This design comes from an exercise in tuning for small area, a short achievable clock period and few clock cycles on the open sky130 flow, not from production work. No functional check of the RTL was part of any run shown here. Power and IR drop assume default switching activity.

==> flow/design.v, too long to show whole: its modules and the start of the top module <==
// module fp_mult: 1602 lines
// module fa_cell: 6 lines
// module ha_cell: 6 lines
// module hold_mux: 7 lines
// module xor_cell: 5 lines
module fp_mult(A, B, clk, reset, C, done, flow);
  // ...
==> flow/flow/run.sh <==
#!/bin/bash
set -o pipefail
export BUFFER_PORTS_ARGS="-buffer_cell sky130_fd_sc_hd__buf_4"
bash standard.sh > standard.log 2>&1
==> flow/standard.sh <==
#!/bin/bash
# synth_recipe.tcl (not shown) runs the flow's synth.tcl, then flattens the netlist and writes it again
# the make line also repeats each setting of config.mk as NAME=value (left out here)
make -C /OpenROAD-flow-scripts/flow DESIGN_CONFIG=/design/flow/config.mk WORK_HOME=/design/flow/orfs CLKGATE_MAP_FILE= SYNTH_SCRIPT=/design/flow/synth_recipe.tcl "${@:-finish}"
==> flow/config.mk <==
export PLATFORM = sky130hd
export DESIGN_NAME = fp_mult
export DESIGN_NICKNAME = fp_mult
export VERILOG_FILES = /design/flow/design.v
export SDC_FILE = /design/flow/constraint.sdc
export NUM_CORES = 4
export LEC_CHECK = 0
export ABC_AREA = 1
export CAP_MARGIN = 20
export CORE_MARGIN = 2
export CORE_UTILIZATION = 40
export SLEW_MARGIN = 20
export SYNTH_HIERARCHICAL = 1
==> flow/constraint.sdc <==
create_clock -name core_clock -period 5.0 [get_ports {clk}]
set_input_delay 1.0000 -clock core_clock [delete_from_list [all_inputs] [get_ports {clk}]]
set_output_delay 1.0000 -clock core_clock [all_outputs]
set_load 0.01 [all_outputs]
==> flow_summary.rst, run 1 <==
.. list-table::
   :header-rows: 1

   * - Metric
     - Value
   * - Slack of the critical path
     - 0.241 ns
   * - Tap cell instance count
     - around 600
   * - Commonest non-fill, non-tap cell in the layout
     - sky130_fd_sc_hd__nand2_1
   * - Die X-Extent
     - roughly 220 µm
   * - Required time of the worst setup path
     - approximately 4.0 ns
   * - Met3 Track Usage GR
     - 0.0400
   * - Seq. cell area
     - 1760 µm²
   * - I/O pin count
     - 101
   * - Vias
     - 16729
   * - DRC violations left
     - 0
   * - Share of cell area taken by multi-input logic gates
     - 0.744
   * - Hold/Removal Path Class
     - flop to flop
   * - Initial antenna violation count
     - 3
   * - Summed instance area of the synthesized netlist
     - 18600 µm²
   * - Effective utilization at floorplan
     - 0.403
   * - Crit Reg-Reg Endpoint
     - r_m[23]$_DFF_P_
   * - Final Skew
     - 0 ns
   * - Portion of total power attributed to the clock network
     - 0.058
   * - Met3 layer wire length in the routed design
     - around 4.6 mm
   * - Max rail drop VDD
     - around 360 µV
   * - Number of combinational gates with multiple inputs
     - 1898
   * - Max FO, Critical Path
     - 14
   * - Endpoint type of the worst setup path
     - output pin
   * - Post-synthesis net count
     - about 2800
   * - Smallest hold slack
     - 0.446 ns
   * - TritonCTS Buffers
     - 9
   * - Outcome
     - finished clean
   * - HPWL after DPL
     - 48.5 mm
   * - Power density over the cells
     - 602 nW/µm²
   * - P_clk
     - ~0.71 mW
   * - Non-clock inverter total of the final layout
     - 226
   * - Arrival @ worst endpoint
     - 3.76 ns
   * - Maximum number of pins on one net before global-route repair
     - 74
   * - Via count of the first global-routing pass
     - roughly 17000
   * - Combined buffer and inverter count along the critical path
     - 4
   * - Number of fill cells
     - 4649
   * - Origin of the worst setup path
     - r_m[17]$_DFF_P_
   * - Number of clock buffers in the layout
     - 12
==> inputs of run 2 (changes only) <==
--- a/flow/design.v
+++ b/flow/design.v
@@ -55,18 +55,17 @@
     wire pp21 = (be0_one & be0_x20) | (be0_two & be0_x19);
     wire pp22 = (be0_one & be0_x21) | (be0_two & be0_x20);
     wire pp23 = (be0_one & be0_x22) | (be0_two & be0_x21);
     wire pp24 = (be0_one & be0_x23) | (be0_two & be0_x22);
     wire pp25 = (be0_one & B[1]) | (be0_two & be0_x23);
     wire be0_sgn = B[1] & ~(B[0] & 1'b0);
     wire pp26 = ~be0_sgn;
     wire pp27 = be0_sgn;
-    wire be1_one;
-    xor_cell u_be1_one (.a(B[2]), .b(B[1]), .y(be1_one));
+    wire be1_one = B[2] ^ B[1];
     wire be1_two = (B[3] & ~B[2] & ~B[1]) | (~B[3] & B[2] & B[1]);
     wire be1_neg = B[3];
     wire be1_x0 = (A[0] ^ B[3]);
     wire be1_x1 = (A[1] ^ B[3]);
     wire be1_x2 = (A[2] ^ B[3]);
     wire be1_x3 = (A[3] ^ B[3]);
     wire be1_x4 = (A[4] ^ B[3]);
     wire be1_x5 = (A[5] ^ B[3]);
@@ -111,18 +110,17 @@
     wire pp48 = (be1_one & be1_x20) | (be1_two & be1_x19);
     wire pp49 = (be1_one & be1_x21) | (be1_two & be1_x20);
     wire pp50 = (be1_one & be1_x22) | (be1_two & be1_x21);
     wire pp51 = (be1_one & be1_x23) | (be1_two & be1_x22);
     wire pp52 = (be1_one & B[3]) | (be1_two & be1_x23);
     wire be1_sgn = B[3] & ~(B[2] & B[1]);
     wire pp53 = ~be1_sgn;
     wire pp54 = be1_sgn;
-    wire be2_one;
-    xor_cell u_be2_one (.a(B[4]), .b(B[3]), .y(be2_one));
+    wire be2_one = B[4] ^ B[3];
     wire be2_two = (B[5] & ~B[4] & ~B[3]) | (~B[5] & B[4] & B[3]);
     wire be2_neg = B[5];
     wire be2_x0 = (A[0] ^ B[5]);
     wire be2_x1 = (A[1] ^ B[5]);
     wire be2_x2 = (A[2] ^ B[5]);
     wire be2_x3 = (A[3] ^ B[5]);
     wire be2_x4 = (A[4] ^ B[5]);
     wire be2_x5 = (A[5] ^ B[5]);
@@ -167,18 +165,17 @@
     wire pp75 = (be2_one & be2_x20) | (be2_two & be2_x19);
     wire pp76 = (be2_one & be2_x21) | (be2_two & be2_x20);
     wire pp77 = (be2_one & be2_x22) | (be2_two & be2_x21);
     wire pp78 = (be2_one & be2_x23) | (be2_two & be2_x22);
     wire pp79 = (be2_one & B[5]) | (be2_two & be2_x23);
     wire be2_sgn = B[5] & ~(B[4] & B[3]);
     wire pp80 = ~be2_sgn;
     wire pp81 = be2_sgn;
-    wire be3_one;
-    xor_cell u_be3_one (.a(B[6]), .b(B[5]), .y(be3_one));
+    wire be3_one = B[6] ^ B[5];
     wire be3_two = (B[7] & ~B[6] & ~B[5]) | (~B[7] & B[6] & B[5]);
     wire be3_neg = B[7];
     wire be3_x0 = (A[0] ^ B[7]);
     wire be3_x1 = (A[1] ^ B[7]);
     wire be3_x2 = (A[2] ^ B[7]);
     wire be3_x3 = (A[3] ^ B[7]);
     wire be3_x4 = (A[4] ^ B[7]);
     wire be3_x5 = (A[5] ^ B[7]);
@@ -223,18 +220,17 @@
     wire pp102 = (be3_one & be3_x20) | (be3_two & be3_x19);
     wire pp103 = (be3_one & be3_x21) | (be3_two & be3_x20);
     wire pp104 = (be3_one & be3_x22) | (be3_two & be3_x21);
     wire pp105 = (be3_one & be3_x23) | (be3_two & be3_x22);
     wire pp106 = (be3_one & B[7]) | (be3_two & be3_x23);
     wire be3_sgn = B[7] & ~(B[6] & B[5]);
     wire pp107 = ~be3_sgn;
     wire pp108 = be3_sgn;
-    wire be4_one;
-    xor_cell u_be4_one (.a(B[8]), .b(B[7]), .y(be4_one));
+    wire be4_one = B[8] ^ B[7];
     wire be4_two = (B[9] & ~B[8] & ~B[7]) | (~B[9] & B[8] & B[7]);
     wire be4_neg = B[9];
     wire be4_x0 = (A[0] ^ B[9]);
     wire be4_x1 = (A[1] ^ B[9]);
     wire be4_x2 = (A[2] ^ B[9]);
     wire be4_x3 = (A[3] ^ B[9]);
     wire be4_x4 = (A[4] ^ B[9]);
     wire be4_x5 = (A[5] ^ B[9]);
@@ -279,18 +275,17 @@
     wire pp129 = (be4_one & be4_x20) | (be4_two & be4_x19);
     wire pp130 = (be4_one & be4_x21) | (be4_two & be4_x20);
     wire pp131 = (be4_one & be4_x22) | (be4_two & be4_x21);
     wire pp132 = (be4_one & be4_x23) | (be4_two & be4_x22);
     wire pp133 = (be4_one & B[9]) | (be4_two & be4_x23);
     wire be4_sgn = B[9] & ~(B[8] & B[7]);
     wire pp134 = ~be4_sgn;
     wire pp135 = be4_sgn;
-    wire be5_one;
-    xor_cell u_be5_one (.a(B[10]), .b(B[9]), .y(be5_one));
+    wire be5_one = B[10] ^ B[9];
     wire be5_two = (B[11] & ~B[10] & ~B[9]) | (~B[11] & B[10] & B[9]);
     wire be5_neg = B[11];
     wire be5_x0 = (A[0] ^ B[11]);
     wire be5_x1 = (A[1] ^ B[11]);
     wire be5_x2 = (A[2] ^ B[11]);
     wire be5_x3 = (A[3] ^ B[11]);
     wire be5_x4 = (A[4] ^ B[11]);
     wire be5_x5 = (A[5] ^ B[11]);
@@ -335,18 +330,17 @@
     wire pp156 = (be5_one & be5_x20) | (be5_two & be5_x19);
     wire pp157 = (be5_one & be5_x21) | (be5_two & be5_x20);
     wire pp158 = (be5_one & be5_x22) | (be5_two & be5_x21);
     wire pp159 = (be5_one & be5_x23) | (be5_two & be5_x22);
     wire pp160 = (be5_one & B[11]) | (be5_two & be5_x23);
     wire be5_sgn = B[11] & ~(B[10] & B[9]);
     wire pp161 = ~be5_sgn;
     wire pp162 = be5_sgn;
-    wire be6_one;
-    xor_cell u_be6_one (.a(B[12]), .b(B[11]), .y(be6_one));
+    wire be6_one = B[12] ^ B[11];
     wire be6_two = (B[13] & ~B[12] & ~B[11]) | (~B[13] & B[12] & B[11]);
     wire be6_neg = B[13];
     wire be6_x0 = (A[0] ^ B[13]);
     wire be6_x1 = (A[1] ^ B[13]);
     wire be6_x2 = (A[2] ^ B[13]);
     wire be6_x3 = (A[3] ^ B[13]);
     wire be6_x4 = (A[4] ^ B[13]);
     wire be6_x5 = (A[5] ^ B[13]);
@@ -391,18 +385,17 @@
     wire pp183 = (be6_one & be6_x20) | (be6_two & be6_x19);
     wire pp184 = (be6_one & be6_x21) | (be6_two & be6_x20);
     wire pp185 = (be6_one & be6_x22) | (be6_two & be6_x21);
     wire pp186 = (be6_one & be6_x23) | (be6_two & be6_x22);
     wire pp187 = (be6_one & B[13]) | (be6_two & be6_x23);
     wire be6_sgn = B[13] & ~(B[12] & B[11]);
     wire pp188 = ~be6_sgn;
     wire pp189 = be6_sgn;
-    wire be7_one;
-    xor_cell u_be7_one (.a(B[14]), .b(B[13]), .y(be7_one));
+    wire be7_one = B[14] ^ B[13];
     wire be7_two = (B[15] & ~B[14] & ~B[13]) | (~B[15] & B[14] & B[13]);
     wire be7_neg = B[15];
     wire be7_x0 = (A[0] ^ B[15]);
     wire be7_x1 = (A[1] ^ B[15]);
     wire be7_x2 = (A[2] ^ B[15]);
     wire be7_x3 = (A[3] ^ B[15]);
     wire be7_x4 = (A[4] ^ B[15]);
     wire be7_x5 = (A[5] ^ B[15]);
@@ -447,18 +440,17 @@
     wire pp210 = (be7_one & be7_x20) | (be7_two & be7_x19);
     wire pp211 = (be7_one & be7_x21) | (be7_two & be7_x20);
     wire pp212 = (be7_one & be7_x22) | (be7_two & be7_x21);
     wire pp213 = (be7_one & be7_x23) | (be7_two & be7_x22);
     wire pp214 = (be7_one & B[15]) | (be7_two & be7_x23);
     wire be7_sgn = B[15] & ~(B[14] & B[13]);
     wire pp215 = ~be7_sgn;
     wire pp216 = be7_sgn;
-    wire be8_one;
-    xor_cell u_be8_one (.a(B[16]), .b(B[15]), .y(be8_one));
+    wire be8_one = B[16] ^ B[15];
     wire be8_two = (B[17] & ~B[16] & ~B[15]) | (~B[17] & B[16] & B[15]);
     wire be8_neg = B[17];
     wire be8_x0 = (A[0] ^ B[17]);
     wire be8_x1 = (A[1] ^ B[17]);
     wire be8_x2 = (A[2] ^ B[17]);
     wire be8_x3 = (A[3] ^ B[17]);
     wire be8_x4 = (A[4] ^ B[17]);
     wire be8_x5 = (A[5] ^ B[17]);
@@ -503,18 +495,17 @@
     wire pp237 = (be8_one & be8_x20) | (be8_two & be8_x19);
     wire pp238 = (be8_one & be8_x21) | (be8_two & be8_x20);
     wire pp239 = (be8_one & be8_x22) | (be8_two & be8_x21);
     wire pp240 = (be8_one & be8_x23) | (be8_two & be8_x22);
     wire pp241 = (be8_one & B[17]) | (be8_two & be8_x23);
     wire be8_sgn = B[17] & ~(B[16] & B[15]);
     wire pp242 = ~be8_sgn;
     wire pp243 = be8_sgn;
-    wire be9_one;
-    xor_cell u_be9_one (.a(B[18]), .b(B[17]), .y(be9_one));
+    wire be9_one = B[18] ^ B[17];
     wire be9_two = (B[19] & ~B[18] & ~B[17]) | (~B[19] & B[18] & B[17]);
     wire be9_neg = B[19];
     wire be9_x0 = (A[0] ^ B[19]);
     wire be9_x1 = (A[1] ^ B[19]);
     wire be9_x2 = (A[2] ^ B[19]);
     wire be9_x3 = (A[3] ^ B[19]);
     wire be9_x4 = (A[4] ^ B[19]);
     wire be9_x5 = (A[5] ^ B[19]);
@@ -559,18 +550,17 @@
     wire pp264 = (be9_one & be9_x20) | (be9_two & be9_x19);
     wire pp265 = (be9_one & be9_x21) | (be9_two & be9_x20);
     wire pp266 = (be9_one & be9_x22) | (be9_two & be9_x21);
     wire pp267 = (be9_one & be9_x23) | (be9_two & be9_x22);
     wire pp268 = (be9_one & B[19]) | (be9_two & be9_x23);
     wire be9_sgn = B[19] & ~(B[18] & B[17]);
     wire pp269 = ~be9_sgn;
     wire pp270 = be9_sgn;
-    wire be10_one;
-    xor_cell u_be10_one (.a(B[20]), .b(B[19]), .y(be10_one));
+    wire be10_one = B[20] ^ B[19];
     wire be10_two = (B[21] & ~B[20] & ~B[19]) | (~B[21] & B[20] & B[19]);
     wire be10_neg = B[21];
     wire be10_x0 = (A[0] ^ B[21]);
     wire be10_x1 = (A[1] ^ B[21]);
     wire be10_x2 = (A[2] ^ B[21]);
     wire be10_x3 = (A[3] ^ B[21]);
     wire be10_x4 = (A[4] ^ B[21]);
     wire be10_x5 = (A[5] ^ B[21]);
@@ -615,18 +605,17 @@
     wire pp291 = (be10_one & be10_x20) | (be10_two & be10_x19);
     wire pp292 = (be10_one & be10_x21) | (be10_two & be10_x20);
     wire pp293 = (be10_one & be10_x22) | (be10_two & be10_x21);
     wire pp294 = (be10_one & be10_x23) | (be10_two & be10_x22);
     wire pp295 = (be10_one & B[21]) | (be10_two & be10_x23);
     wire be10_sgn = B[21] & ~(B[20] & B[19]);
     wire pp296 = ~be10_sgn;
     wire pp297 = be10_sgn;
-    wire be11_one;
-    xor_cell u_be11_one (.a(B[22]), .b(B[21]), .y(be11_one));
+    wire be11_one = B[22] ^ B[21];
     wire be11_two = (1'b1 & ~B[22] & ~B[21]) | (~1'b1 & B[22] & B[21]);
     wire be11_neg = 1'b1;
     wire pp298 = ((be11_one & A[0])) ^ be11_neg;
     wire pp299 = ((be11_one & A[1]) | (be11_two & A[0])) ^ be11_neg;
     wire pp300 = ((be11_one & A[2]) | (be11_two & A[1])) ^ be11_neg;
     wire pp301 = ((be11_one & A[3]) | (be11_two & A[2])) ^ be11_neg;
     wire pp302 = ((be11_one & A[4]) | (be11_two & A[3])) ^ be11_neg;
     wire pp303 = ((be11_one & A[5]) | (be11_two & A[4])) ^ be11_neg;
@@ -1614,13 +1603,8 @@
 endmodule
 module hold_mux(load, q, d, y);
     parameter W = 1;
     input load;
     input [W-1:0] q, d;
     output [W-1:0] y;
     assign y = load ? d : q;
 endmodule
-module xor_cell(a, b, y);
-    input a, b;
-    output y;
-    assign y = a ^ b;
-endmodule
==> flow_summary.rst, run 2 <==
.. list-table::
   :header-rows: 1

   * - Metric
     - Value
   * - Outcome
     - finished clean (unchanged)
   * - Die span in y
     - 220 µm (about the same)
   * - Register with the most flip-flops
     - r_m (unchanged)
   * - Placed cell count
     - 2996 (was 3012)
   * - Detail-routed via count per cell
     - 5.47 (was 5.51)
   * - Routed length per placed instance
     - 19.6 µm (about the same)
   * - Largest registers ranked by flip-flop count
     - r_m x73, r_esum x9, r_sign x1 (unchanged)
   * - Port buffer count
     - 99 (unchanged)
   * - Gp weighted congestion
     - 0.932 (was 0.918)
   * - HP Start
     - r_m[65]$_DFF_P_ (was r_m[54]$_DFF_P_)
   * - Signed area change from the synthesized netlist to the final layout
     - 11.2% (was 10.6%)
   * - Hold Buf Count CTS
     - 0 (unchanged)
   * - Post-synthesis net count
     - 2824 (was 2828)
   * - Most prevalent standard cell on the critical path
     - sky130_fd_sc_hd__nand2_1
   * - Ratio of final minimum period to clock period
     - 0.953 (was 0.952)
   * - Number of maximum-capacitance violations
     - 0 (unchanged)
   * - Arrival @ worst endpoint
     - 3.76 ns (about the same)
   * - Min Clock Period, post-route
     - 4.76 ns (about the same)
   * - Via count of the first global-routing pass
     - 16217 (was 16615)
   * - Final Hold Fails
     - 0 (unchanged)
   * - Measured slew at the worst slew-check pin
     - 0.788 ns (was 0.814 ns)
   * - Clk latency of the worst-skew pair
     - 0.37 ns (was 0.36 ns)
   * - Ordered cell list for the critical path
     - ha_1 > ha_1 > nand2_1 > inv_2 > nand2_1 > nand2_1 > a21oi_2 > nand2_4 > nand2_4 > nand3_2 > nand2_8 > nand3_1 > nand2_1 > nand2_4 > nor2_8 > buf_12 > nand3_1 > o21ai_1 > buf_4 (was ha_1 > ha_1 > nand2_1 > nor2_2 > inv_2 > nor2_4 > nand2_2 > inv_2 > nand4_1 > nand2_4 > inv_2 > nand2_1 > nand3_2 > nand2_1 > nand2_2 > nor2_8 > nand3_1 > o21ai_0 > buf_4)
   * - Max FO, Critical Path
     - 15 (was 14)
   * - Worst relative slew slack
     - 0.474 (was 0.457)
   * - HPWL after DPL
     - 48.3 mm (was 48.5 mm)
   * - TritonCTS Buffers
     - 9 (unchanged)
   * - Diode insertion count for antenna repair
     - 0 (was 1)
   * - # setup viols final
     - 0 (unchanged)
   * - Total number of clock tree sinks
     - 83 (unchanged)
   * - Number of cells produced by synthesis
     - 2358 (was 2373)
   * - Cell class contributing the biggest share of worst-path delay
     - simple AND/OR/NAND/NOR gates (unchanged)
   * - Average instance area after synthesis
     - 7.88 µm² (was 7.85 µm²)
   * - Class of the most critical setup path
     - flop to output pin (unchanged)
   * - Initial DRC count
     - 1658 (was 1471)
   * - Master cell of the clock root buffer
     - sky130_fd_sc_hd__clkbuf_16 (unchanged)
   * - Yosys warning total
     - 7 (unchanged)
   * - Top achievable clock speed
     - 210 MHz (about the same)
   * - Routed Antenna Nets
     - 0 (unchanged)
   * - Reg-to-reg slack, setup
     - 4.28 ns (was 4.31 ns)
   * - Effective utilization at floorplan
     - 0.408 (was 0.403)
   * - Power density over the cells
     - 648 nW/µm² (was 602 nW/µm²)
   * - Fraction of final layout cells with drive strength greater than 1
     - 0.121 (was 0.126)
   * - First-pass GRT wire length
     - 91.9 mm (was 93.1 mm)
   * - Detailed-route wire length
     - 59.1 mm (was 59.4 mm)
   * - GRT Residual Overflow
     - 0 (unchanged)
   * - Leakage power total
     - 9.49 nW (was 9.52 nW)
   * - Combined buffer and inverter count along the critical path
     - 3 (was 4)
   * - Total iterations of the first detailed-routing run
     - 5 (was 6)
   * - Crit start category
     - flop (unchanged)
   * - Hold worst-path end
     - r_m[65]$_DFF_P_ (was r_m[54]$_DFF_P_)
   * - CTS clk-pin slew, worst paths
     - 0.08 ns (was 0.07 ns)
   * - Std cell rows
     - 78 (was 79)
   * - Core region area
     - 45600 µm² (was 46300 µm²)
   * - Die X-Extent
     - 220 µm (about the same)
   * - Vias
     - 16501 (was 16729)
   * - Highest-delay cell along the critical path
     - sky130_fd_sc_hd__dfxtp_1 (unchanged)
   * - Crit Reg-Reg Endpoint
     - r_m[25]$_DFF_P_ (was r_m[23]$_DFF_P_)
   * - H-Tree Level Count
     - 3 (unchanged)
   * - I/O pin count
     - 101 (unchanged)
   * - Most frequent cells in the layout
     - sky130_fd_sc_hd__nand2_1 (514), sky130_fd_sc_hd__o22ai_1 (271), sky130_fd_sc_hd__xnor2_1 (256) (was sky130_fd_sc_hd__nand2_1 (567), sky130_fd_sc_hd__fa_1 (251), sky130_fd_sc_hd__xnor2_1 (238))
   * - Sum of negative setup slack
     - 0 ns (unchanged)
   * - Maximum number of pins on one net before global-route repair
     - 74 (unchanged)
   * - Summed instance area of the synthesized netlist
     - 18600 µm² (about the same)
   * - Non-Filler Instances
     - 3018 (was 3036)
   * - Hold-critical path depth
     - 2 (unchanged)
   * - Number of cells on the worst reg-to-reg path
     - 2 (unchanged)
   * - Required time of the worst setup path
     - 4.00 ns (about the same)
   * - DRC violations left
     - 0 (unchanged)
   * - Deepest clock path buffer count
     - 2 (unchanged)
   * - Worst reg2reg startpoint
     - r_m[25]$_DFF_P_ (was r_m[23]$_DFF_P_)
   * - Largest register FFs
     - 73 (unchanged)
   * - Initial antenna violation count
     - 0 (was 3)
   * - Endpoint type of the worst setup path
     - output pin (unchanged)
   * - Max rail drop VDD
     - 402 µV (was 357 µV)
   * - Pins Over Slew Limit
     - 0 (unchanged)
   * - Final Skew
     - 0 ns (unchanged)
   * - Hold/Removal Path Class
     - flop to flop (unchanged)
   * - CTS tree
     - done (unchanged)
   * - Final net count
     - 2879 (was 2878)
   * - Commonest non-fill, non-tap cell in the layout
     - sky130_fd_sc_hd__nand2_1 (unchanged)
   * - CP max stage delay
     - 0.49 ns (was 0.45 ns)
   * - Tot GR Track Use
     - 0.247 (was 0.249)
   * - Die area
     - 48200 µm² (was 48300 µm²)
==> run 2: changes by cell type in the layout (fill, tap and decap cells not counted), sizes merged, moves of 9 or more <==
cell / before / now
a22oi: 22 / 0
nand2: 590 / 534
inv: 224 / 239
or2: 7 / 16
xnor2: 238 / 256
o22ai: 230 / 271
ha: 138 / 149
o221ai: 21 / 0
==> run 2: tightest hold or removal path: stages, from the launching register on <==
cell	delay, ns
sky130_fd_sc_hd__dfxtp_1	0.31
sky130_fd_sc_hd__nand2_1	0.06
sky130_fd_sc_hd__nand2_1	0.04
==> run 2: worst max path at each step <==
stage                          from              end  slack [ns]  cells past startpoint
floorplan                     B[17]  r_m[11]$_DFF_P_       0.002                     16
global placement               B[1]   r_m[1]$_DFF_P_        0.03                     12
detailed placement            B[11]   r_m[1]$_DFF_P_        0.01                     13
CTS                  r_m[4]$_DFF_P_            C[25]        0.04                     23
global route        r_m[10]$_DFF_P_             C[0]     -0.0002                     21
finish              r_m[25]$_DFF_P_            C[20]        0.24                     19
==> run 2: final cells by class <==
cell class / instances / area [µm²]
multi-input combinational: 1873 / 15200
inverter: 237 / 893
tap: 600 / 751
clock inverter: 6 / 91.3
fill: 4549 / 24900
clock buffer: 10 / 250
timing repair buffer: 209 / 1670
sequential: 83 / 1760
==> run 2: power by group <==
part	total [mW]	internal (mW)	switching (mW)	leakage [nW]
sequential	1.22	1.02	0.204	0.709
clock	0.791	0.473	0.318	0.169
combinational	11.4	4.84	6.54	8.61
total	13.4	6.33	7.06	9.49
==> run 2: metal layers <==
metal / up-vias / GRT usage / part of all wire
met5: - / 0 / 0
met4: 0 / 0.0676 / 0.024
met3: 86 / 0.0386 / 0.073
met2: 620 / 0.389 / 0.44
met1: 7924 / 0.352 / 0.46
li1: 7871 / - / -
==> run 2: per-stage QoR <==
stage,util,instance area (µm²),hold WS (ns),setup slack (ns),power [mW]
after floorplan,-,18600,0.419,0.00234,9.26
after global placement,0.444,20200,0.428,0.0343,12.2
after detailed placement,0.444,20200,0.436,0.0136,12.4
after CTS,0.451,20600,0.452,0.0426,13.3
after global routing,0.453,20700,0.465,-0.000206,15.0
final,0.453,20700,0.449,0.235,13.4
==> run 2: what timing repair did <==
action | 4_1_cts | 5_1_grt
setup buffers | 1 | 4
gates cloned | 0 | 1
resized for setup | 0 | 10
endpoints found under the hold margin | 0 | 0
endpoints found under the setup margin | 1 | 33
pin swaps | 1 | 1

afterwards: timing with drivers on the ports:
Ports are ideal in the flow. The routed layouts listed here were re-timed in OpenROAD.
Step 1, drivers: a clkbuf_16 drives clk and a buf_2 each remaining input, both assumed.
Step 2 also shifts input and output timing later by t, the mid clock arrival at the registers, as if the neighbouring blocks saw the same clock.
Three values: ideal, step 1, step 2; two values: the first two.
run | t, ns | setup WS [ns] | worst slew at a driven data input, ns
run 1 | 0.415 | 0.241 / 0.189 / 0.055 | 0.11
run 2 | 0.419 | 0.235 / 0.184 / -0.027 | 0.10
With both steps, setup timing fails in run 2, where it was met with ideal ports. The setup slack of run 2, which loses most, moves by -0.051 ns with the drivers and by -0.262 ns with both steps.
